This is an optimization exercise on Yosys and OpenROAD, whose aim is small area, not a production implementation. Function was not checked in any run shown here: the RTL went through the layout flow alone.

==> flow/design.v, too long to show whole: its modules and the start of the top module <==
// module Mul_Add: 3558 lines
// module Second_CNN_Sub: 45 lines
// module Second_CNN: 46 lines
module Second_CNN(
clk,
rst_n,
Din_Valid,
Cal_Valid,
Din,
Dout0,
Dout1,
Dout2,
Dout3,
Dout4,
Dout5,
Dout6,
Dout7
);
  // ...
==> flow/flow/run.sh <==
#!/bin/bash
# Standard layout, with one extra netlist step between synthesis and floorplan:
# flow/polarity.py removes the inverters Yosys's full-adder extraction leaves
# around the sky130 fa cells (registers and their names are untouched).
set -euo pipefail
R=orfs/results/${FLOW_PLATFORM}/Second_CNN/base
bash standard.sh synth > synth.log 2>&1
cp $R/1_2_yosys.v yosys_netlist_orig.v
python3 flow/polarity.py yosys_netlist_orig.v $R/1_2_yosys.v > polarity.log 2>&1
rm -f $R/1_synth.odb $R/1_synth.sdc
bash standard.sh > layout.log 2>&1
==> flow/flow/polarity.py <==
#!/usr/bin/env python3
"""Remove inverters around full adders in a Yosys netlist.

A full adder is self-dual: FA(~a, ~b, ~c) = (~sum, ~cout).  Yosys's
extract_fa leaves an inverter on most adder pins.  This pass collapses every
inverter, chooses for each sky130 fa cell whether it computes its signals in
true or complemented form, and then puts back one inverter for each signal
that some reader needs in the other polarity.  The function of every output
and register input is unchanged; no register is touched.

usage: polarity.py IN.v OUT.v
"""
import re, sys, random

src = open(sys.argv[1]).read()

INV_RE = re.compile(r'^sky130_fd_sc_hd__(inv|clkinv)_\d+$')
FA_RE = re.compile(r'^sky130_fd_sc_hd__fa_\d+$')
OUT_PINS = {'X', 'Y', 'Q', 'Q_N', 'SUM', 'COUT', 'HI', 'LO'}

m = re.search(r'^module\s+(\S+)\s*\(', src, re.M)
body_start = src.index(';', m.end()) + 1
end = src.rindex('endmodule')

# instances: "  TYPE NAME (\n    .PIN(NET),\n ... );"
inst_re = re.compile(r'^  (sky130_fd_sc_hd__\w+)\s+(\S+)\s*\((.*?)\);\n', re.M | re.S)
pin_re = re.compile(r'\.(\w+)\(\s*(.*?)\s*\)\s*(?:,|$)', re.S)
cells = []
for mm in inst_re.finditer(src, body_start, end):
    pins = {}
    for p, n in pin_re.findall(mm.group(3)):
        pins[p] = n
    cells.append({'type': mm.group(1), 'name': mm.group(2), 'pins': pins,
                  'span': (mm.start(), mm.end())})

ports = set()
for mm in re.finditer(r'^\s*(input|output|inout)\s+(\[[^\]]*\]\s*)?(\S+);', src[:end], re.M):
    ports.add(mm.group(3))
assigns = re.findall(r'^\s*assign\s+(.*?)\s*=\s*(.*?);', src[body_start:end], re.M)
assign_nets = set()
for a, b in assigns:
    for x in (a, b):
        assign_nets.add(x.strip())

def is_port_net(n):
    base = n.split('[')[0].strip()
    return base in ports or n in assign_nets or base in assign_nets

def is_const(n):
    return "'" in n

drv = {}
for c in cells:
    for p, n in c['pins'].items():
        if p in OUT_PINS:
            drv[n] = c

# collapsible inverters: input a plain net, output not a port / assign
invs = {}
for c in cells:
    if INV_RE.match(c['type']):
        a, y = c['pins'].get('A'), c['pins'].get('Y')
        if a is None or y is None or is_const(a) or is_port_net(y):
            continue
        invs[y] = c

def root(n):
    par = 0
    seen = 0
    while n in invs and seen < 100:
        n = invs[n]['pins']['A']; par ^= 1; seen += 1
    return n, par

# consumers: (cell, pin, base, parity) for every non-removed input pin
fas = [c for c in cells if FA_RE.match(c['type'])]
fa_idx = {id(c): i for i, c in enumerate(fas)}
cons = []           # list of [cellid or None, pin, base, parity, fa index or -1]
sig_cons = {}       # base -> list of consumer indices
for c in cells:
    if INV_RE.match(c['type']) and c['pins'].get('Y') in invs:
        continue
    for p, n in c['pins'].items():
        if p in OUT_PINS or is_const(n):
            continue
        b, par = root(n)
        fi = fa_idx.get(id(c), -1)
        cons.append((c, p, b, par, fi))
        sig_cons.setdefault(b, []).append(len(cons) - 1)
# a flipped adder output read by a port or an assign would change it: never flip those
fixed_fa = set()
for n in list(drv):
    if is_port_net(n) and id(drv[n]) in fa_idx:
        fixed_fa.add(fa_idx[id(drv[n])])

# FA-driven bases: which fa drives the base
base_drv_fa = {}
for b in sig_cons:
    d = drv.get(b)
    if d is not None and id(d) in fa_idx:
        base_drv_fa[b] = fa_idx[id(d)]

f = [0] * len(fas)
fa_in = [[] for _ in fas]     # bases read by fa
fa_out = [[] for _ in fas]    # bases driven by fa (in sig_cons)
for b, lst in sig_cons.items():
    for ci in lst:
        fi = cons[ci][4]
        if fi >= 0 and b not in fa_in[fi]:
            fa_in[fi].append(b)
    if b in base_drv_fa:
        fa_out[base_drv_fa[b]].append(b)

def cost(b):
    pd = f[base_drv_fa[b]] if b in base_drv_fa else 0
    for ci in sig_cons[b]:
        _, _, _, par, fi = cons[ci]
        r = par ^ (f[fi] if fi >= 0 else 0)
        if r != pd:
            return 1
    return 0

def local_cost(i):
    bs = set(fa_in[i]) | set(fa_out[i])
    return sum(cost(b) for b in bs)

before = sum(cost(b) for b in sig_cons)
random.seed(1)
for it in range(50):
    changed = 0
    order = list(range(len(fas)))
    random.shuffle(order)
    for i in order:
        if i in fixed_fa:
            continue
        c0 = local_cost(i)
        f[i] ^= 1
        c1 = local_cost(i)
        if c1 < c0 or (c1 == c0 and random.random() < 0.1 and it < 30):
            changed += (c1 < c0)
        else:
            f[i] ^= 1
    if changed == 0 and it >= 30:
        break
after = sum(cost(b) for b in sig_cons)
sys.stderr.write(f'polarity: {len(invs)} inverters collapsed, {len(fas)} adders, '
                 f'{sum(f)} flipped, inverters needed {before} -> {after}\n')

# rebuild
newpins = {}        # (id(cell), pin) -> net
new_inv = []
new_wires = []
k = 0
for b, lst in sig_cons.items():
    pd = f[base_drv_fa[b]] if b in base_drv_fa else 0
    inv_net = None
    for ci in lst:
        c, p, _, par, fi = cons[ci]
        r = par ^ (f[fi] if fi >= 0 else 0)
        if r == pd:
            newpins[(id(c), p)] = b
        else:
            if inv_net is None:
                k += 1
                inv_net = f'pol_n{k}'
                new_wires.append(inv_net)
                new_inv.append((f'pol_inv{k}', b, inv_net))
            newpins[(id(c), p)] = inv_net

removed = set(id(c) for c in invs.values())
out = []
pos = 0
for c in cells:
    s, e = c['span']
    out.append(src[pos:s]); pos = e
    if id(c) in removed:
        continue
    pins = c['pins']
    lines = [f"  {c['type']} {c['name']} ("]
    items = []
    for p, n in pins.items():
        nn = newpins.get((id(c), p), n)
        if nn.startswith('\\'):
            nn += ' '
        items.append(f'    .{p}({nn})')
    lines.append(',\n'.join(items))
    lines.append('  );\n')
    out.append('\n'.join(lines))
rest = src[pos:]
ei = rest.rindex('endmodule')
add = ''.join(f'  wire {w};\n' for w in new_wires)
add += ''.join(f'  sky130_fd_sc_hd__inv_1 {n} (\n    .A({a}{" " if a.startswith(chr(92)) else ""}),\n    .Y({y})\n  );\n' for n, a, y in new_inv)
out.append(rest[:ei] + add + rest[ei:])
open(sys.argv[2], 'w').write(''.join(out))
==> flow/standard.sh <==
#!/bin/bash
# synth_recipe.tcl (not shown) runs the flow's synth.tcl, then flattens the netlist and writes it again
# the make line also repeats each setting of config.mk as NAME=value (left out here)
make -C /OpenROAD-flow-scripts/flow DESIGN_CONFIG=/design/flow/config.mk WORK_HOME=/design/flow/orfs CLKGATE_MAP_FILE= SYNTH_SCRIPT=/design/flow/synth_recipe.tcl "${@:-finish}"
==> flow/config.mk <==
export PLATFORM = sky130hd
export DESIGN_NAME = Second_CNN
export DESIGN_NICKNAME = Second_CNN
export VERILOG_FILES = /design/flow/design.v
export SDC_FILE = /design/flow/constraint.sdc
export NUM_CORES = 4
export LEC_CHECK = 0
export CAP_MARGIN = 0
export CORE_MARGIN = 2
export CORE_UTILIZATION = 55
export GPL_TIMING_DRIVEN = 0
export SLEW_MARGIN = 0
==> flow/constraint.sdc <==
create_clock -name core_clock -period 8.0 [get_ports {clk}]
set_input_delay 1.6000 -clock core_clock [delete_from_list [all_inputs] [get_ports {clk}]]
set_output_delay 1.6000 -clock core_clock [all_outputs]
set_load 0.01 [all_outputs]
==> qor.yml, run 1 <==
hold_path_class: "reg2reg"
start_util_pct: 55.7
regToRegSetupSlack_ns: -1.83
netlist_area_um2: 35900
gr-usage-met3_pct: 11.5
cts_resized: 418
hold_depth: 0
post-place-cells: 3270
top_usage_layer: "met2"
setup_viol: 41
io_buffers: 139
critPathSlowestCell: "fa_1"
worstMarginPinSlew_ns: 1.36
die_area_um2: 67400
wirelength_mm: 136
most-common-layout-cells: "fa_1, inv_1, edfxtp_1"
via_count: 21217
fillCellCount: 4091
avgSynthCellArea_um2: 15.8
signal_buffers: 371
drt.antenna.violating_nets: 0
met3_wirelength_mm: 14.2
gp_congestion: 0.997
use_met1_pct: 55.4
multi_input_cells: 1318
postCtsSetupBuffers: 162
grt-ovfl-total: 0
violations: "negative setup slack"
seq_share_pct: 31.7
cts.sinks: 502
row_count: 93
clkLatencyLatePin_ns: 0.65
status: "failed layout checks"
setup_ws_ns: -1.83
cpPeakStageDelay_ns: 0.59
==> module Second_CNN_Sub, before the edit <==
module Second_CNN_Sub(
    input clk,
    input rst_n,
    input Din_Valid,
    input signed [7:0] Din,
    output [71:0] win
);
    reg [7:0] d1, d2, d3, d4, d5;        
    reg [5:1] v;                         
    reg [319:0] lb;                      
    reg [5:0] cnt;                       
    always @(posedge clk) begin
        d1 <= Din; d2 <= d1; d3 <= d2; d4 <= d3; d5 <= d4;
    end
    always @(posedge clk or negedge rst_n) begin
        if (!rst_n) begin
            v   <= 5'd0;
            cnt <= 6'd0;
        end else begin
            v <= {v[4:1], Din_Valid};
            if (v[5] && cnt != 6'd40) cnt <= cnt + 6'd1;
        end
    end
    always @(posedge clk) begin
        if (v[5]) lb <= {lb[311:0], d5};
    end
    wire m0 = (cnt >= 6'd2);
    assign win[7:0] = lb[15:8] & {8{m0}};
    wire m1 = (cnt >= 6'd3);
    assign win[15:8] = lb[23:16] & {8{m1}};
    wire m2 = (cnt >= 6'd4);
    assign win[23:16] = lb[31:24] & {8{m2}};
    wire m3 = (cnt >= 6'd20);
    assign win[31:24] = lb[159:152] & {8{m3}};
    wire m4 = (cnt >= 6'd21);
    assign win[39:32] = lb[167:160] & {8{m4}};
    wire m5 = (cnt >= 6'd22);
    assign win[47:40] = lb[175:168] & {8{m5}};
    wire m6 = (cnt >= 6'd38);
    assign win[55:48] = lb[303:296] & {8{m6}};
    wire m7 = (cnt >= 6'd39);
    assign win[63:56] = lb[311:304] & {8{m7}};
    wire m8 = (cnt >= 6'd40);
    assign win[71:64] = lb[319:312] & {8{m8}};
endmodule
==> run 2, diff against run 1 <==
--- a/flow/design.v
+++ b/flow/design.v
@@ -908,50 +908,17 @@
     wire c158;
     assign c158 = (c148 & s155) | (c148 & c150) | (s155 & c150);
     wire s159;
     assign s159 = c154 ^ y6[8] ^ c156;
     wire c160;
     assign c160 = (c154 & y6[8]) | (c154 & c156) | (y6[8] & c156);
     wire [15:0] ra = {~y6[9], c158, c152, c142, c130, c116, c100, s97, s81, s61, s43, s27, s17, s9, s3, s1};
     wire [15:0] rb = {c160, s159, s157, s151, s141, s129, s115, s99, 1'b0, 1'b0, 1'b0, s29, s19, s11, s5, 1'b0};
-    wire [16:0] cy;
-    assign cy[0] = 1'b0;
-    assign S[0] = ra[0] ^ rb[0] ^ cy[0];
-    assign cy[1] = (ra[0] & rb[0]) | (ra[0] & cy[0]) | (rb[0] & cy[0]);
-    assign S[1] = ra[1] ^ rb[1] ^ cy[1];
-    assign cy[2] = (ra[1] & rb[1]) | (ra[1] & cy[1]) | (rb[1] & cy[1]);
-    assign S[2] = ra[2] ^ rb[2] ^ cy[2];
-    assign cy[3] = (ra[2] & rb[2]) | (ra[2] & cy[2]) | (rb[2] & cy[2]);
-    assign S[3] = ra[3] ^ rb[3] ^ cy[3];
-    assign cy[4] = (ra[3] & rb[3]) | (ra[3] & cy[3]) | (rb[3] & cy[3]);
-    assign S[4] = ra[4] ^ rb[4] ^ cy[4];
-    assign cy[5] = (ra[4] & rb[4]) | (ra[4] & cy[4]) | (rb[4] & cy[4]);
-    assign S[5] = ra[5] ^ rb[5] ^ cy[5];
-    assign cy[6] = (ra[5] & rb[5]) | (ra[5] & cy[5]) | (rb[5] & cy[5]);
-    assign S[6] = ra[6] ^ rb[6] ^ cy[6];
-    assign cy[7] = (ra[6] & rb[6]) | (ra[6] & cy[6]) | (rb[6] & cy[6]);
-    assign S[7] = ra[7] ^ rb[7] ^ cy[7];
-    assign cy[8] = (ra[7] & rb[7]) | (ra[7] & cy[7]) | (rb[7] & cy[7]);
-    assign S[8] = ra[8] ^ rb[8] ^ cy[8];
-    assign cy[9] = (ra[8] & rb[8]) | (ra[8] & cy[8]) | (rb[8] & cy[8]);
-    assign S[9] = ra[9] ^ rb[9] ^ cy[9];
-    assign cy[10] = (ra[9] & rb[9]) | (ra[9] & cy[9]) | (rb[9] & cy[9]);
-    assign S[10] = ra[10] ^ rb[10] ^ cy[10];
-    assign cy[11] = (ra[10] & rb[10]) | (ra[10] & cy[10]) | (rb[10] & cy[10]);
-    assign S[11] = ra[11] ^ rb[11] ^ cy[11];
-    assign cy[12] = (ra[11] & rb[11]) | (ra[11] & cy[11]) | (rb[11] & cy[11]);
-    assign S[12] = ra[12] ^ rb[12] ^ cy[12];
-    assign cy[13] = (ra[12] & rb[12]) | (ra[12] & cy[12]) | (rb[12] & cy[12]);
-    assign S[13] = ra[13] ^ rb[13] ^ cy[13];
-    assign cy[14] = (ra[13] & rb[13]) | (ra[13] & cy[13]) | (rb[13] & cy[13]);
-    assign S[14] = ra[14] ^ rb[14] ^ cy[14];
-    assign cy[15] = (ra[14] & rb[14]) | (ra[14] & cy[14]) | (rb[14] & cy[14]);
-    assign S[15] = ra[15] ^ rb[15] ^ cy[15];
-    assign cy[16] = (ra[15] & rb[15]) | (ra[15] & cy[15]) | (rb[15] & cy[15]);
+    assign S = ra + rb;
   assign S0 = S;
   end endgenerate
   generate if (1) begin : k1
   wire [15:0] S;
     wire s1;
     assign s1 = ~y4[0] ^ ~y7[0] ^ y12[0];
     wire c2;
     assign c2 = (~y4[0] & ~y7[0]) | (~y4[0] & y12[0]) | (~y7[0] & y12[0]);
@@ -1280,50 +1247,17 @@
     wire c164;
     assign c164 = (1'b1 & c158) | (1'b1 & ~y11[9]) | (c158 & ~y11[9]);
     wire s165;
     assign s165 = c160 ^ s163 ^ c162;
     wire c166;
     assign c166 = (c160 & s163) | (c160 & c162) | (s163 & c162);
     wire [15:0] ra = {c164, s165, c156, c146, c134, c120, s119, c84, s81, s65, s47, s31, s21, s9, s3, s1};
     wire [15:0] rb = {c166, 1'b0, s161, s155, s145, s133, 1'b0, s101, s83, 1'b0, 1'b0, s33, 1'b0, s11, s5, 1'b0};
-    wire [16:0] cy;
-    assign cy[0] = 1'b0;
-    assign S[0] = ra[0] ^ rb[0] ^ cy[0];
-    assign cy[1] = (ra[0] & rb[0]) | (ra[0] & cy[0]) | (rb[0] & cy[0]);
-    assign S[1] = ra[1] ^ rb[1] ^ cy[1];
-    assign cy[2] = (ra[1] & rb[1]) | (ra[1] & cy[1]) | (rb[1] & cy[1]);
-    assign S[2] = ra[2] ^ rb[2] ^ cy[2];
-    assign cy[3] = (ra[2] & rb[2]) | (ra[2] & cy[2]) | (rb[2] & cy[2]);
-    assign S[3] = ra[3] ^ rb[3] ^ cy[3];
-    assign cy[4] = (ra[3] & rb[3]) | (ra[3] & cy[3]) | (rb[3] & cy[3]);
-    assign S[4] = ra[4] ^ rb[4] ^ cy[4];
-    assign cy[5] = (ra[4] & rb[4]) | (ra[4] & cy[4]) | (rb[4] & cy[4]);
-    assign S[5] = ra[5] ^ rb[5] ^ cy[5];
-    assign cy[6] = (ra[5] & rb[5]) | (ra[5] & cy[5]) | (rb[5] & cy[5]);
-    assign S[6] = ra[6] ^ rb[6] ^ cy[6];
-    assign cy[7] = (ra[6] & rb[6]) | (ra[6] & cy[6]) | (rb[6] & cy[6]);
-    assign S[7] = ra[7] ^ rb[7] ^ cy[7];
-    assign cy[8] = (ra[7] & rb[7]) | (ra[7] & cy[7]) | (rb[7] & cy[7]);
-    assign S[8] = ra[8] ^ rb[8] ^ cy[8];
-    assign cy[9] = (ra[8] & rb[8]) | (ra[8] & cy[8]) | (rb[8] & cy[8]);
-    assign S[9] = ra[9] ^ rb[9] ^ cy[9];
-    assign cy[10] = (ra[9] & rb[9]) | (ra[9] & cy[9]) | (rb[9] & cy[9]);
-    assign S[10] = ra[10] ^ rb[10] ^ cy[10];
-    assign cy[11] = (ra[10] & rb[10]) | (ra[10] & cy[10]) | (rb[10] & cy[10]);
-    assign S[11] = ra[11] ^ rb[11] ^ cy[11];
-    assign cy[12] = (ra[11] & rb[11]) | (ra[11] & cy[11]) | (rb[11] & cy[11]);
-    assign S[12] = ra[12] ^ rb[12] ^ cy[12];
-    assign cy[13] = (ra[12] & rb[12]) | (ra[12] & cy[12]) | (rb[12] & cy[12]);
-    assign S[13] = ra[13] ^ rb[13] ^ cy[13];
-    assign cy[14] = (ra[13] & rb[13]) | (ra[13] & cy[13]) | (rb[13] & cy[13]);
-    assign S[14] = ra[14] ^ rb[14] ^ cy[14];
-    assign cy[15] = (ra[14] & rb[14]) | (ra[14] & cy[14]) | (rb[14] & cy[14]);
-    assign S[15] = ra[15] ^ rb[15] ^ cy[15];
-    assign cy[16] = (ra[15] & rb[15]) | (ra[15] & cy[15]) | (rb[15] & cy[15]);
+    assign S = ra + rb;
   assign S1 = S;
   end endgenerate
   generate if (1) begin : k2
   wire [15:0] S;
     wire s1;
     assign s1 = x0[0] ^ ~x8[0] ^ ~y15[0];
     wire c2;
     assign c2 = (x0[0] & ~x8[0]) | (x0[0] & ~y15[0]) | (~x8[0] & ~y15[0]);
@@ -1616,50 +1550,17 @@
     wire c146;
     assign c146 = (1'b1 & ~y9[9]) | (1'b1 & c142) | (~y9[9] & c142);
     wire s147;
     assign s147 = s145 ^ ~y16[11] ^ c144;
     wire c148;
     assign c148 = (s145 & ~y16[11]) | (s145 & c144) | (~y16[11] & c144);
     wire [15:0] ra = {c146, s147, c140, s139, s129, c110, s107, s95, c64, s63, s45, s33, s19, s11, s7, y22[0]};
     wire [15:0] rb = {c148, 1'b0, s143, 1'b0, s131, s121, s109, 1'b0, s79, 1'b0, s47, 1'b0, s21, s13, 1'b0, s1};
-    wire [16:0] cy;
-    assign cy[0] = 1'b0;
-    assign S[0] = ra[0] ^ rb[0] ^ cy[0];
-    assign cy[1] = (ra[0] & rb[0]) | (ra[0] & cy[0]) | (rb[0] & cy[0]);
-    assign S[1] = ra[1] ^ rb[1] ^ cy[1];
-    assign cy[2] = (ra[1] & rb[1]) | (ra[1] & cy[1]) | (rb[1] & cy[1]);
-    assign S[2] = ra[2] ^ rb[2] ^ cy[2];
-    assign cy[3] = (ra[2] & rb[2]) | (ra[2] & cy[2]) | (rb[2] & cy[2]);
-    assign S[3] = ra[3] ^ rb[3] ^ cy[3];
-    assign cy[4] = (ra[3] & rb[3]) | (ra[3] & cy[3]) | (rb[3] & cy[3]);
-    assign S[4] = ra[4] ^ rb[4] ^ cy[4];
-    assign cy[5] = (ra[4] & rb[4]) | (ra[4] & cy[4]) | (rb[4] & cy[4]);
-    assign S[5] = ra[5] ^ rb[5] ^ cy[5];
-    assign cy[6] = (ra[5] & rb[5]) | (ra[5] & cy[5]) | (rb[5] & cy[5]);
-    assign S[6] = ra[6] ^ rb[6] ^ cy[6];
-    assign cy[7] = (ra[6] & rb[6]) | (ra[6] & cy[6]) | (rb[6] & cy[6]);
-    assign S[7] = ra[7] ^ rb[7] ^ cy[7];
-    assign cy[8] = (ra[7] & rb[7]) | (ra[7] & cy[7]) | (rb[7] & cy[7]);
-    assign S[8] = ra[8] ^ rb[8] ^ cy[8];
-    assign cy[9] = (ra[8] & rb[8]) | (ra[8] & cy[8]) | (rb[8] & cy[8]);
-    assign S[9] = ra[9] ^ rb[9] ^ cy[9];
-    assign cy[10] = (ra[9] & rb[9]) | (ra[9] & cy[9]) | (rb[9] & cy[9]);
-    assign S[10] = ra[10] ^ rb[10] ^ cy[10];
-    assign cy[11] = (ra[10] & rb[10]) | (ra[10] & cy[10]) | (rb[10] & cy[10]);
-    assign S[11] = ra[11] ^ rb[11] ^ cy[11];
-    assign cy[12] = (ra[11] & rb[11]) | (ra[11] & cy[11]) | (rb[11] & cy[11]);
-    assign S[12] = ra[12] ^ rb[12] ^ cy[12];
-    assign cy[13] = (ra[12] & rb[12]) | (ra[12] & cy[12]) | (rb[12] & cy[12]);
-    assign S[13] = ra[13] ^ rb[13] ^ cy[13];
-    assign cy[14] = (ra[13] & rb[13]) | (ra[13] & cy[13]) | (rb[13] & cy[13]);
-    assign S[14] = ra[14] ^ rb[14] ^ cy[14];
-    assign cy[15] = (ra[14] & rb[14]) | (ra[14] & cy[14]) | (rb[14] & cy[14]);
-    assign S[15] = ra[15] ^ rb[15] ^ cy[15];
-    assign cy[16] = (ra[15] & rb[15]) | (ra[15] & cy[15]) | (rb[15] & cy[15]);
+    assign S = ra + rb;
   assign S2 = S;
   end endgenerate
   generate if (1) begin : k3
   wire [15:0] S;
     wire s1;
     assign s1 = ~x2[0] ^ ~x4[0] ^ y4[0];
     wire c2;
     assign c2 = (~x2[0] & ~x4[0]) | (~x2[0] & y4[0]) | (~x4[0] & y4[0]);
@@ -2016,50 +1917,17 @@
     wire c178;
     assign c178 = (s175 & c172) | (s175 & y15[10]) | (c172 & y15[10]);
     wire s179;
     assign s179 = 1'b1 ^ y1[8] ^ c176;
     wire s180;
     assign s180 = s179 ^ ~y15[11] ^ c178;
     wire [15:0] ra = {s180, c174, c166, c154, s153, s137, s119, c84, s81, s63, s43, s29, s21, s11, s7, s1};
     wire [15:0] rb = {1'b0, s177, s173, s165, 1'b0, 1'b0, 1'b0, s101, s83, 1'b0, s45, s31, 1'b0, s13, 1'b0, 1'b0};
-    wire [16:0] cy;
-    assign cy[0] = 1'b0;
-    assign S[0] = ra[0] ^ rb[0] ^ cy[0];
-    assign cy[1] = (ra[0] & rb[0]) | (ra[0] & cy[0]) | (rb[0] & cy[0]);
-    assign S[1] = ra[1] ^ rb[1] ^ cy[1];
-    assign cy[2] = (ra[1] & rb[1]) | (ra[1] & cy[1]) | (rb[1] & cy[1]);
-    assign S[2] = ra[2] ^ rb[2] ^ cy[2];
-    assign cy[3] = (ra[2] & rb[2]) | (ra[2] & cy[2]) | (rb[2] & cy[2]);
-    assign S[3] = ra[3] ^ rb[3] ^ cy[3];
-    assign cy[4] = (ra[3] & rb[3]) | (ra[3] & cy[3]) | (rb[3] & cy[3]);
-    assign S[4] = ra[4] ^ rb[4] ^ cy[4];
-    assign cy[5] = (ra[4] & rb[4]) | (ra[4] & cy[4]) | (rb[4] & cy[4]);
-    assign S[5] = ra[5] ^ rb[5] ^ cy[5];
-    assign cy[6] = (ra[5] & rb[5]) | (ra[5] & cy[5]) | (rb[5] & cy[5]);
-    assign S[6] = ra[6] ^ rb[6] ^ cy[6];
-    assign cy[7] = (ra[6] & rb[6]) | (ra[6] & cy[6]) | (rb[6] & cy[6]);
-    assign S[7] = ra[7] ^ rb[7] ^ cy[7];
-    assign cy[8] = (ra[7] & rb[7]) | (ra[7] & cy[7]) | (rb[7] & cy[7]);
-    assign S[8] = ra[8] ^ rb[8] ^ cy[8];
-    assign cy[9] = (ra[8] & rb[8]) | (ra[8] & cy[8]) | (rb[8] & cy[8]);
-    assign S[9] = ra[9] ^ rb[9] ^ cy[9];
-    assign cy[10] = (ra[9] & rb[9]) | (ra[9] & cy[9]) | (rb[9] & cy[9]);
-    assign S[10] = ra[10] ^ rb[10] ^ cy[10];
-    assign cy[11] = (ra[10] & rb[10]) | (ra[10] & cy[10]) | (rb[10] & cy[10]);
-    assign S[11] = ra[11] ^ rb[11] ^ cy[11];
-    assign cy[12] = (ra[11] & rb[11]) | (ra[11] & cy[11]) | (rb[11] & cy[11]);
-    assign S[12] = ra[12] ^ rb[12] ^ cy[12];
-    assign cy[13] = (ra[12] & rb[12]) | (ra[12] & cy[12]) | (rb[12] & cy[12]);
-    assign S[13] = ra[13] ^ rb[13] ^ cy[13];
-    assign cy[14] = (ra[13] & rb[13]) | (ra[13] & cy[13]) | (rb[13] & cy[13]);
-    assign S[14] = ra[14] ^ rb[14] ^ cy[14];
-    assign cy[15] = (ra[14] & rb[14]) | (ra[14] & cy[14]) | (rb[14] & cy[14]);
-    assign S[15] = ra[15] ^ rb[15] ^ cy[15];
-    assign cy[16] = (ra[15] & rb[15]) | (ra[15] & cy[15]) | (rb[15] & cy[15]);
+    assign S = ra + rb;
   assign S3 = S;
   end endgenerate
   generate if (1) begin : k4
   wire [15:0] S;
     wire s1;
     assign s1 = 1'b1 ^ ~x3[0] ^ ~y8[0];
     wire c2;
     assign c2 = (1'b1 & ~x3[0]) | (1'b1 & ~y8[0]) | (~x3[0] & ~y8[0]);
@@ -2488,50 +2356,17 @@
     wire c214;
     assign c214 = (c202 & s211) | (c202 & c204) | (s211 & c204);
     wire s215;
     assign s215 = c206 ^ ~y14[10] ^ c208;
     wire s216;
     assign s216 = c210 ^ s215 ^ c212;
     wire [15:0] ra = {c214, s213, s203, s191, s177, s159, s139, s117, s95, s73, s51, s35, s25, s13, s9, s3};
     wire [15:0] rb = {s216, 1'b0, 1'b0, 1'b0, 1'b0, 1'b0, 1'b0, 1'b0, 1'b0, 1'b0, s53, s37, 1'b0, s15, 1'b0, 1'b0};
-    wire [16:0] cy;
-    assign cy[0] = 1'b0;
-    assign S[0] = ra[0] ^ rb[0] ^ cy[0];
-    assign cy[1] = (ra[0] & rb[0]) | (ra[0] & cy[0]) | (rb[0] & cy[0]);
-    assign S[1] = ra[1] ^ rb[1] ^ cy[1];
-    assign cy[2] = (ra[1] & rb[1]) | (ra[1] & cy[1]) | (rb[1] & cy[1]);
-    assign S[2] = ra[2] ^ rb[2] ^ cy[2];
-    assign cy[3] = (ra[2] & rb[2]) | (ra[2] & cy[2]) | (rb[2] & cy[2]);
-    assign S[3] = ra[3] ^ rb[3] ^ cy[3];
-    assign cy[4] = (ra[3] & rb[3]) | (ra[3] & cy[3]) | (rb[3] & cy[3]);
-    assign S[4] = ra[4] ^ rb[4] ^ cy[4];
-    assign cy[5] = (ra[4] & rb[4]) | (ra[4] & cy[4]) | (rb[4] & cy[4]);
-    assign S[5] = ra[5] ^ rb[5] ^ cy[5];
-    assign cy[6] = (ra[5] & rb[5]) | (ra[5] & cy[5]) | (rb[5] & cy[5]);
-    assign S[6] = ra[6] ^ rb[6] ^ cy[6];
-    assign cy[7] = (ra[6] & rb[6]) | (ra[6] & cy[6]) | (rb[6] & cy[6]);
-    assign S[7] = ra[7] ^ rb[7] ^ cy[7];
-    assign cy[8] = (ra[7] & rb[7]) | (ra[7] & cy[7]) | (rb[7] & cy[7]);
-    assign S[8] = ra[8] ^ rb[8] ^ cy[8];
-    assign cy[9] = (ra[8] & rb[8]) | (ra[8] & cy[8]) | (rb[8] & cy[8]);
-    assign S[9] = ra[9] ^ rb[9] ^ cy[9];
-    assign cy[10] = (ra[9] & rb[9]) | (ra[9] & cy[9]) | (rb[9] & cy[9]);
-    assign S[10] = ra[10] ^ rb[10] ^ cy[10];
-    assign cy[11] = (ra[10] & rb[10]) | (ra[10] & cy[10]) | (rb[10] & cy[10]);
-    assign S[11] = ra[11] ^ rb[11] ^ cy[11];
-    assign cy[12] = (ra[11] & rb[11]) | (ra[11] & cy[11]) | (rb[11] & cy[11]);
-    assign S[12] = ra[12] ^ rb[12] ^ cy[12];
-    assign cy[13] = (ra[12] & rb[12]) | (ra[12] & cy[12]) | (rb[12] & cy[12]);
-    assign S[13] = ra[13] ^ rb[13] ^ cy[13];
-    assign cy[14] = (ra[13] & rb[13]) | (ra[13] & cy[13]) | (rb[13] & cy[13]);
-    assign S[14] = ra[14] ^ rb[14] ^ cy[14];
-    assign cy[15] = (ra[14] & rb[14]) | (ra[14] & cy[14]) | (rb[14] & cy[14]);
-    assign S[15] = ra[15] ^ rb[15] ^ cy[15];
-    assign cy[16] = (ra[15] & rb[15]) | (ra[15] & cy[15]) | (rb[15] & cy[15]);
+    assign S = ra + rb;
   assign S4 = S;
   end endgenerate
   generate if (1) begin : k5
   wire [15:0] S;
     wire s1;
     assign s1 = 1'b1 ^ ~x1[0] ^ y0[0];
     wire c2;
     assign c2 = (1'b1 & ~x1[0]) | (1'b1 & y0[0]) | (~x1[0] & y0[0]);
@@ -2804,50 +2639,17 @@
     wire c136;
     assign c136 = (~y20[8] & c130) | (~y20[8] & c132) | (c130 & c132);
     wire s137;
     assign s137 = 1'b1 ^ ~y20[9] ^ c136;
     wire c138;
     assign c138 = (1'b1 & ~y20[9]) | (1'b1 & c136) | (~y20[9] & c136);
     wire [15:0] ra = {y20[10], s137, c134, s133, c120, s119, s107, c80, s79, s61, s47, s35, s23, s13, s3, y13[0]};
     wire [15:0] rb = {c138, 1'b0, s135, 1'b0, s127, 1'b0, 1'b0, s93, 1'b0, s63, s49, 1'b0, 1'b0, 1'b0, s5, s1};
-    wire [16:0] cy;
-    assign cy[0] = 1'b0;
-    assign S[0] = ra[0] ^ rb[0] ^ cy[0];
-    assign cy[1] = (ra[0] & rb[0]) | (ra[0] & cy[0]) | (rb[0] & cy[0]);
-    assign S[1] = ra[1] ^ rb[1] ^ cy[1];
-    assign cy[2] = (ra[1] & rb[1]) | (ra[1] & cy[1]) | (rb[1] & cy[1]);
-    assign S[2] = ra[2] ^ rb[2] ^ cy[2];
-    assign cy[3] = (ra[2] & rb[2]) | (ra[2] & cy[2]) | (rb[2] & cy[2]);
-    assign S[3] = ra[3] ^ rb[3] ^ cy[3];
-    assign cy[4] = (ra[3] & rb[3]) | (ra[3] & cy[3]) | (rb[3] & cy[3]);
-    assign S[4] = ra[4] ^ rb[4] ^ cy[4];
-    assign cy[5] = (ra[4] & rb[4]) | (ra[4] & cy[4]) | (rb[4] & cy[4]);
-    assign S[5] = ra[5] ^ rb[5] ^ cy[5];
-    assign cy[6] = (ra[5] & rb[5]) | (ra[5] & cy[5]) | (rb[5] & cy[5]);
-    assign S[6] = ra[6] ^ rb[6] ^ cy[6];
-    assign cy[7] = (ra[6] & rb[6]) | (ra[6] & cy[6]) | (rb[6] & cy[6]);
-    assign S[7] = ra[7] ^ rb[7] ^ cy[7];
-    assign cy[8] = (ra[7] & rb[7]) | (ra[7] & cy[7]) | (rb[7] & cy[7]);
-    assign S[8] = ra[8] ^ rb[8] ^ cy[8];
-    assign cy[9] = (ra[8] & rb[8]) | (ra[8] & cy[8]) | (rb[8] & cy[8]);
-    assign S[9] = ra[9] ^ rb[9] ^ cy[9];
-    assign cy[10] = (ra[9] & rb[9]) | (ra[9] & cy[9]) | (rb[9] & cy[9]);
-    assign S[10] = ra[10] ^ rb[10] ^ cy[10];
-    assign cy[11] = (ra[10] & rb[10]) | (ra[10] & cy[10]) | (rb[10] & cy[10]);
-    assign S[11] = ra[11] ^ rb[11] ^ cy[11];
-    assign cy[12] = (ra[11] & rb[11]) | (ra[11] & cy[11]) | (rb[11] & cy[11]);
-    assign S[12] = ra[12] ^ rb[12] ^ cy[12];
-    assign cy[13] = (ra[12] & rb[12]) | (ra[12] & cy[12]) | (rb[12] & cy[12]);
-    assign S[13] = ra[13] ^ rb[13] ^ cy[13];
-    assign cy[14] = (ra[13] & rb[13]) | (ra[13] & cy[13]) | (rb[13] & cy[13]);
-    assign S[14] = ra[14] ^ rb[14] ^ cy[14];
-    assign cy[15] = (ra[14] & rb[14]) | (ra[14] & cy[14]) | (rb[14] & cy[14]);
-    assign S[15] = ra[15] ^ rb[15] ^ cy[15];
-    assign cy[16] = (ra[15] & rb[15]) | (ra[15] & cy[15]) | (rb[15] & cy[15]);
+    assign S = ra + rb;
   assign S5 = S;
   end endgenerate
   generate if (1) begin : k6
   wire [15:0] S;
     wire s1;
     assign s1 = 1'b1 ^ x0[0] ^ ~x7[0];
     wire c2;
     assign c2 = (1'b1 & x0[0]) | (1'b1 & ~x7[0]) | (x0[0] & ~x7[0]);
@@ -3154,50 +2956,17 @@
     wire s153;
     assign s153 = c148 ^ s151 ^ y24[10];
     wire c154;
     assign c154 = (c148 & s151) | (c148 & y24[10]) | (s151 & y24[10]);
     wire s155;
     assign s155 = ~y24[9] ^ c152 ^ ~y24[11];
     wire [15:0] ra = {c154, c150, c144, c136, c124, c110, s109, s93, c62, c48, c36, s35, s25, s17, s9, s3};
     wire [15:0] rb = {s155, s153, s149, s143, s135, s123, 1'b0, 1'b0, s77, s61, s47, 1'b0, 1'b0, 1'b0, 1'b0, 1'b0};
-    wire [16:0] cy;
-    assign cy[0] = 1'b0;
-    assign S[0] = ra[0] ^ rb[0] ^ cy[0];
-    assign cy[1] = (ra[0] & rb[0]) | (ra[0] & cy[0]) | (rb[0] & cy[0]);
-    assign S[1] = ra[1] ^ rb[1] ^ cy[1];
-    assign cy[2] = (ra[1] & rb[1]) | (ra[1] & cy[1]) | (rb[1] & cy[1]);
-    assign S[2] = ra[2] ^ rb[2] ^ cy[2];
-    assign cy[3] = (ra[2] & rb[2]) | (ra[2] & cy[2]) | (rb[2] & cy[2]);
-    assign S[3] = ra[3] ^ rb[3] ^ cy[3];
-    assign cy[4] = (ra[3] & rb[3]) | (ra[3] & cy[3]) | (rb[3] & cy[3]);
-    assign S[4] = ra[4] ^ rb[4] ^ cy[4];
-    assign cy[5] = (ra[4] & rb[4]) | (ra[4] & cy[4]) | (rb[4] & cy[4]);
-    assign S[5] = ra[5] ^ rb[5] ^ cy[5];
-    assign cy[6] = (ra[5] & rb[5]) | (ra[5] & cy[5]) | (rb[5] & cy[5]);
-    assign S[6] = ra[6] ^ rb[6] ^ cy[6];
-    assign cy[7] = (ra[6] & rb[6]) | (ra[6] & cy[6]) | (rb[6] & cy[6]);
-    assign S[7] = ra[7] ^ rb[7] ^ cy[7];
-    assign cy[8] = (ra[7] & rb[7]) | (ra[7] & cy[7]) | (rb[7] & cy[7]);
-    assign S[8] = ra[8] ^ rb[8] ^ cy[8];
-    assign cy[9] = (ra[8] & rb[8]) | (ra[8] & cy[8]) | (rb[8] & cy[8]);
-    assign S[9] = ra[9] ^ rb[9] ^ cy[9];
-    assign cy[10] = (ra[9] & rb[9]) | (ra[9] & cy[9]) | (rb[9] & cy[9]);
-    assign S[10] = ra[10] ^ rb[10] ^ cy[10];
-    assign cy[11] = (ra[10] & rb[10]) | (ra[10] & cy[10]) | (rb[10] & cy[10]);
-    assign S[11] = ra[11] ^ rb[11] ^ cy[11];
-    assign cy[12] = (ra[11] & rb[11]) | (ra[11] & cy[11]) | (rb[11] & cy[11]);
-    assign S[12] = ra[12] ^ rb[12] ^ cy[12];
-    assign cy[13] = (ra[12] & rb[12]) | (ra[12] & cy[12]) | (rb[12] & cy[12]);
-    assign S[13] = ra[13] ^ rb[13] ^ cy[13];
-    assign cy[14] = (ra[13] & rb[13]) | (ra[13] & cy[13]) | (rb[13] & cy[13]);
-    assign S[14] = ra[14] ^ rb[14] ^ cy[14];
-    assign cy[15] = (ra[14] & rb[14]) | (ra[14] & cy[14]) | (rb[14] & cy[14]);
-    assign S[15] = ra[15] ^ rb[15] ^ cy[15];
-    assign cy[16] = (ra[15] & rb[15]) | (ra[15] & cy[15]) | (rb[15] & cy[15]);
+    assign S = ra + rb;
   assign S6 = S;
   end endgenerate
   generate if (1) begin : k7
   wire [15:0] S;
     wire s1;
     assign s1 = y2[0] ^ y9[0] ^ y17[0];
     wire c2;
     assign c2 = (y2[0] & y9[0]) | (y2[0] & y17[0]) | (y9[0] & y17[0]);
@@ -3514,97 +3283,67 @@
     wire c158;
     assign c158 = (y5[8] & c150) | (y5[8] & ~y9[9]) | (c150 & ~y9[9]);
     wire s159;
     assign s159 = c152 ^ s157 ^ c154;
     wire c160;
     assign c160 = (c152 & s157) | (c152 & c154) | (s157 & c154);
     wire [15:0] ra = {1'b1, c158, c156, s155, s147, s135, s121, s105, s85, s69, s53, s39, s23, s15, s7, s1};
     wire [15:0] rb = {1'b0, c160, s159, 1'b0, 1'b0, 1'b0, 1'b0, 1'b0, s87, s71, s55, 1'b0, s25, 1'b0, 1'b0, 1'b0};
-    wire [16:0] cy;
-    assign cy[0] = 1'b0;
-    assign S[0] = ra[0] ^ rb[0] ^ cy[0];
-    assign cy[1] = (ra[0] & rb[0]) | (ra[0] & cy[0]) | (rb[0] & cy[0]);
-    assign S[1] = ra[1] ^ rb[1] ^ cy[1];
-    assign cy[2] = (ra[1] & rb[1]) | (ra[1] & cy[1]) | (rb[1] & cy[1]);
-    assign S[2] = ra[2] ^ rb[2] ^ cy[2];
-    assign cy[3] = (ra[2] & rb[2]) | (ra[2] & cy[2]) | (rb[2] & cy[2]);
-    assign S[3] = ra[3] ^ rb[3] ^ cy[3];
-    assign cy[4] = (ra[3] & rb[3]) | (ra[3] & cy[3]) | (rb[3] & cy[3]);
-    assign S[4] = ra[4] ^ rb[4] ^ cy[4];
-    assign cy[5] = (ra[4] & rb[4]) | (ra[4] & cy[4]) | (rb[4] & cy[4]);
-    assign S[5] = ra[5] ^ rb[5] ^ cy[5];
-    assign cy[6] = (ra[5] & rb[5]) | (ra[5] & cy[5]) | (rb[5] & cy[5]);
-    assign S[6] = ra[6] ^ rb[6] ^ cy[6];
-    assign cy[7] = (ra[6] & rb[6]) | (ra[6] & cy[6]) | (rb[6] & cy[6]);
-    assign S[7] = ra[7] ^ rb[7] ^ cy[7];
-    assign cy[8] = (ra[7] & rb[7]) | (ra[7] & cy[7]) | (rb[7] & cy[7]);
-    assign S[8] = ra[8] ^ rb[8] ^ cy[8];
-    assign cy[9] = (ra[8] & rb[8]) | (ra[8] & cy[8]) | (rb[8] & cy[8]);
-    assign S[9] = ra[9] ^ rb[9] ^ cy[9];
-    assign cy[10] = (ra[9] & rb[9]) | (ra[9] & cy[9]) | (rb[9] & cy[9]);
-    assign S[10] = ra[10] ^ rb[10] ^ cy[10];
-    assign cy[11] = (ra[10] & rb[10]) | (ra[10] & cy[10]) | (rb[10] & cy[10]);
-    assign S[11] = ra[11] ^ rb[11] ^ cy[11];
-    assign cy[12] = (ra[11] & rb[11]) | (ra[11] & cy[11]) | (rb[11] & cy[11]);
-    assign S[12] = ra[12] ^ rb[12] ^ cy[12];
-    assign cy[13] = (ra[12] & rb[12]) | (ra[12] & cy[12]) | (rb[12] & cy[12]);
-    assign S[13] = ra[13] ^ rb[13] ^ cy[13];
-    assign cy[14] = (ra[13] & rb[13]) | (ra[13] & cy[13]) | (rb[13] & cy[13]);
-    assign S[14] = ra[14] ^ rb[14] ^ cy[14];
-    assign cy[15] = (ra[14] & rb[14]) | (ra[14] & cy[14]) | (rb[14] & cy[14]);
-    assign S[15] = ra[15] ^ rb[15] ^ cy[15];
-    assign cy[16] = (ra[15] & rb[15]) | (ra[15] & cy[15]) | (rb[15] & cy[15]);
+    assign S = ra + rb;
   assign S7 = S;
   end endgenerate
 endmodule
 module Second_CNN_Sub(
     input clk,
     input rst_n,
     input Din_Valid,
     input signed [7:0] Din,
     output [71:0] win
 );
     reg [7:0] d1, d2, d3, d4, d5;        
     reg [5:1] v;                         
     reg [319:0] lb;                      
     reg [5:0] cnt;                       
+    reg [8:0] m;                         
+    wire [5:0] cnt_n = (v[5] && cnt != 6'd40) ? cnt + 6'd1 : cnt;
     always @(posedge clk) begin
         d1 <= Din; d2 <= d1; d3 <= d2; d4 <= d3; d5 <= d4;
     end
     always @(posedge clk or negedge rst_n) begin
         if (!rst_n) begin
             v   <= 5'd0;
             cnt <= 6'd0;
+            m   <= 9'd0;
         end else begin
             v <= {v[4:1], Din_Valid};
-            if (v[5] && cnt != 6'd40) cnt <= cnt + 6'd1;
+            cnt <= cnt_n;
+            m[0] <= (cnt_n >= 6'd2);
+            m[1] <= (cnt_n >= 6'd3);
+            m[2] <= (cnt_n >= 6'd4);
+            m[3] <= (cnt_n >= 6'd20);
+            m[4] <= (cnt_n >= 6'd21);
+            m[5] <= (cnt_n >= 6'd22);
+            m[6] <= (cnt_n >= 6'd38);
+            m[7] <= (cnt_n >= 6'd39);
+            m[8] <= (cnt_n >= 6'd40);
         end
     end
     always @(posedge clk) begin
         if (v[5]) lb <= {lb[311:0], d5};
     end
-    wire m0 = (cnt >= 6'd2);
-    assign win[7:0] = lb[15:8] & {8{m0}};
-    wire m1 = (cnt >= 6'd3);
-    assign win[15:8] = lb[23:16] & {8{m1}};
-    wire m2 = (cnt >= 6'd4);
-    assign win[23:16] = lb[31:24] & {8{m2}};
-    wire m3 = (cnt >= 6'd20);
-    assign win[31:24] = lb[159:152] & {8{m3}};
-    wire m4 = (cnt >= 6'd21);
-    assign win[39:32] = lb[167:160] & {8{m4}};
-    wire m5 = (cnt >= 6'd22);
-    assign win[47:40] = lb[175:168] & {8{m5}};
-    wire m6 = (cnt >= 6'd38);
-    assign win[55:48] = lb[303:296] & {8{m6}};
-    wire m7 = (cnt >= 6'd39);
-    assign win[63:56] = lb[311:304] & {8{m7}};
-    wire m8 = (cnt >= 6'd40);
-    assign win[71:64] = lb[319:312] & {8{m8}};
+    assign win[7:0] = lb[15:8] & {8{m[0]}};
+    assign win[15:8] = lb[23:16] & {8{m[1]}};
+    assign win[23:16] = lb[31:24] & {8{m[2]}};
+    assign win[31:24] = lb[159:152] & {8{m[3]}};
+    assign win[39:32] = lb[167:160] & {8{m[4]}};
+    assign win[47:40] = lb[175:168] & {8{m[5]}};
+    assign win[55:48] = lb[303:296] & {8{m[6]}};
+    assign win[63:56] = lb[311:304] & {8{m[7]}};
+    assign win[71:64] = lb[319:312] & {8{m[8]}};
 endmodule
 module Second_CNN(
 clk,
 rst_n,
 Din_Valid,
 Cal_Valid,
 Din,
 Dout0,
==> run 2 against run 1 <==
  * The layout still fails its checks (negative setup slack)
  * Routed wire length grew 0.14%
  * Sequential share of layout area rose by 0.42 points
  * Worst hold slack got worse by 0.038 ns
  * Flip-flop and latch count grew 9
  * Die area up 3.6%
  * Clock skew increased by 0.014 ns
  * Register-to-register slack gained 1.4 ns
  * First-iteration DRC count fell by 16%
==> qor.yml, run 2 <==
cts-root-buf: "clkbuf_16"  # unchanged
wl_met1_mm: 52.9  # was 50.0 mm
htree_levels: 2  # unchanged
period_share_pct: 105  # was 123%
hold_violations: 0  # unchanged
hold_depth: 0  # unchanged
io_pins: 140  # unchanged
die_height_um: 264  # was 260 um
via_count: 22403  # was 21217
critPathArrivalTime_ns: 8.85  # was 10.25 ns
nNetsFinal: 3807  # was 3648
row_count: 95  # was 93
syn_to_final_growth_pct: 18.6  # was 22.5%
finalInstanceArea_um2: 44200  # was 44000 um^2
regMostFlops: "Second_CNN_Sub.lb"  # unchanged
drt.antenna.violating_nets: 0  # unchanged
yosys_warnings: 2  # unchanged
crit_end: "Dout4[15]$_DFF_PN0_"  # unchanged
setup_ws_ns: -0.427  # was -1.83 ns
grt_usage_pct: 40.2  # was 41.3%
most-common-layout-cells: "fa_1, inv_1, edfxtp_1"  # unchanged
cts_tree: "built"  # unchanged
cpPeakStageDelay_ns: 0.63  # was 0.59 ns
regToRegSetupSlack_ns: -0.43  # was -1.83 ns
gp_congestion: 1.01  # was 0.997
critPathSlowestCell: "fa_2"  # was fa_1
regToRegEndpoint: "Dout4[15]$_DFF_PN0_"  # unchanged
grt_pass1_vias: 24511  # was 23531
skew_ns: 0.0660  # was 0.0520 ns
met3_wirelength_mm: 11.5  # was 14.2 mm
place_hpwl_mm: 109  # was 102 mm
drtIter0Drc: 2332  # was 2773
dpl-instance-area_um2: 40000  # was 38800 um^2
drive_gt1_share_pct: 20.3  # was 28.5%
coreArea_um2: 67200  # was 64600 um^2
grt_pass1_wl_mm: 187  # was 184 mm
fin_cells: 3772  # was 3569
routed_via_density: 5.94  # about the same
worst_setup_path_start_kind: "flip-flop"  # unchanged
clockBufferDepth: 3  # unchanged
reg2reg_depth: 30  # was 27
cp_common_cell: "fa_2"  # was fa_1
synthCells: 2526  # was 2271
wl_met2_mm: 64.5  # was 63.0 mm
critPathLaunch: "Second_CNN_Sub.m[8]$_DFF_PN0_"  # was Second_CNN_Sub.cnt[2]$_DFFE_PN0P_
critPathMaxFanout: 5  # was 6
fp.dieW_um: 264  # was 260 um
finalCriticalPeriod_ns: 8.43  # was 9.83 ns
path_clk_slew_ns: 0.07  # was 0.08 ns
setup_viol: 8  # was 41
wirelength_mm: 136  # about the same
antenna_found_initial: 0  # was 10
cap_violations: 0  # unchanged
cts.sinks: 511  # was 502
insertedDiodeCount: 0  # was 6
start_util_pct: 55.5  # was 55.7%
tns_ns: -1.33  # was -35.06 ns
wl_per_cell_um: 36.1  # was 38.1 um
io_buffers: 139  # unchanged
place_ws_ns: -1.90  # was -2.98 ns
ctsHoldBuffers: 0  # unchanged
first_pass_iters: 5  # was 7
largest_reg_flops: 320  # unchanged
crit_type: "reg2reg"  # unchanged
synth_fp_nets: 3474  # was 3251
hold_ws_ns: 0.293  # was 0.331 ns
grt-ovfl-total: 0  # unchanged
finish.utilization_pct: 65.8  # was 68.2%
status: "failed layout checks"  # unchanged
violations: "negative setup slack"  # unchanged
netlist_area_um2: 37300  # was 35900 um^2
worstSetupEndpointType: "flip-flop"  # unchanged
top_layer_used: "met4"  # was met5
rsz0062_at_grt: "yes"  # unchanged
post-place-cells: 3543  # was 3270
slew_violations: 0  # unchanged
avgSynthCellArea_um2: 14.8  # was 15.8 um^2
fmax_mhz: 119  # was 102 MHz
drc: 0  # unchanged
hold_path_class: "reg2reg"  # unchanged
worstMarginPinSlew_ns: 1.33  # was 1.36 ns
clkLatencyLatePin_ns: 0.65  # about the same
grt_max_degree: 83  # unchanged
final_common_cell: "fa_1"  # unchanged
cts_buffers: 48  # was 49
die_area_um2: 69900  # was 67400 um^2
required_ns: 8.42  # about the same
r2r-start: "Second_CNN_Sub.m[8]$_DFF_PN0_"  # was Second_CNN_Sub.cnt[2]$_DFFE_PN0P_
slew_headroom_pct: 11.1  # was 9.58%
==> run 2: worst max-delay path, delay by kind of cell, from the launching register on <==
| kind | cells | cell delay, ns |
|---|---|---|
| fa+ha+maj | 17 | 6.16 |
| compound gates | 2 | 0.29 |
| simple gates | 4 | 0.44 |
| xor+xnor | 3 | 0.58 |
| flops | 1 | 0.39 |
| buf+inv | 4 | 0.37 |
==> run 2: layout make-up <==
class	instances	area [um^2]
buffer	22	179
multi-input combinational	1570	22600
timing repair buffer	286	2720
tap	873	1090
fill	4625	23000
inverter	420	1700
clock buffer	64	1360
clock inverter	26	300
sequential	511	14200
==> run 2: how the worst min path moves through the flow <==
| stage | start | endpoint |
|---|---|---|
| final | Second_CNN_Sub.d3[1]$_DFF_P_ | Second_CNN_Sub.d4[1]$_DFF_P_ |
| after global routing | Second_CNN_Sub.d3[1]$_DFF_P_ | Second_CNN_Sub.d4[1]$_DFF_P_ |
| after CTS | Second_CNN_Sub.d3[1]$_DFF_P_ | Second_CNN_Sub.d4[1]$_DFF_P_ |
| after detailed placement | Second_CNN_Sub.d3[1]$_DFF_P_ | Second_CNN_Sub.d4[1]$_DFF_P_ |
| after global placement | Second_CNN_Sub.d4[3]$_DFF_P_ | Second_CNN_Sub.d5[3]$_DFF_P_ |
| after floorplan | Second_CNN_Sub.d1[0]$_DFF_P_ | Second_CNN_Sub.d2[0]$_DFF_P_ |
==> run 2: per-layer routing <==
layer,vias up,track usage (%)
met1,12249,55.1
met5,-,0
met3,294,8.59
met4,0,16.3
met2,1179,63.5
li1,8681,-
==> run 2: repair_timing <==
item / CTS / global route
pin swaps: 86 / 109
buffers inserted: 90 / 56
setup endpoints to repair: 55 / 26
gates cloned: 0 / 0
resized for setup: 275 / 132

-- what the ideal ports hide --
The flow's constraints put no driver on any port. The routed layouts listed below were extracted and timed again, unchanged, in two steps.
Step 1: set_driving_cell puts a clkbuf_16 on clk and a buf_2 on each other input, an assumption about the parent block.
Step 2, shift: input delay + t, output delay - t, t = (earliest + latest rising clock arrival at the registers) / 2. This alone moves slack from input paths to output paths.
Slacks: no drivers / after step 1 / after step 2; pairs: no drivers / after step 1.
run | t (ns) | setup WS [ns] | latest minus earliest clock arrival (ns) | worst data-port slew with drivers (ns)
run 1 | 0.694 | -1.831 / -1.831 / -1.831 | 0.058 / 0.059 | 0.05
run 2 | 0.688 | -0.427 / -0.427 / -0.427 | 0.066 / 0.066 | 0.06
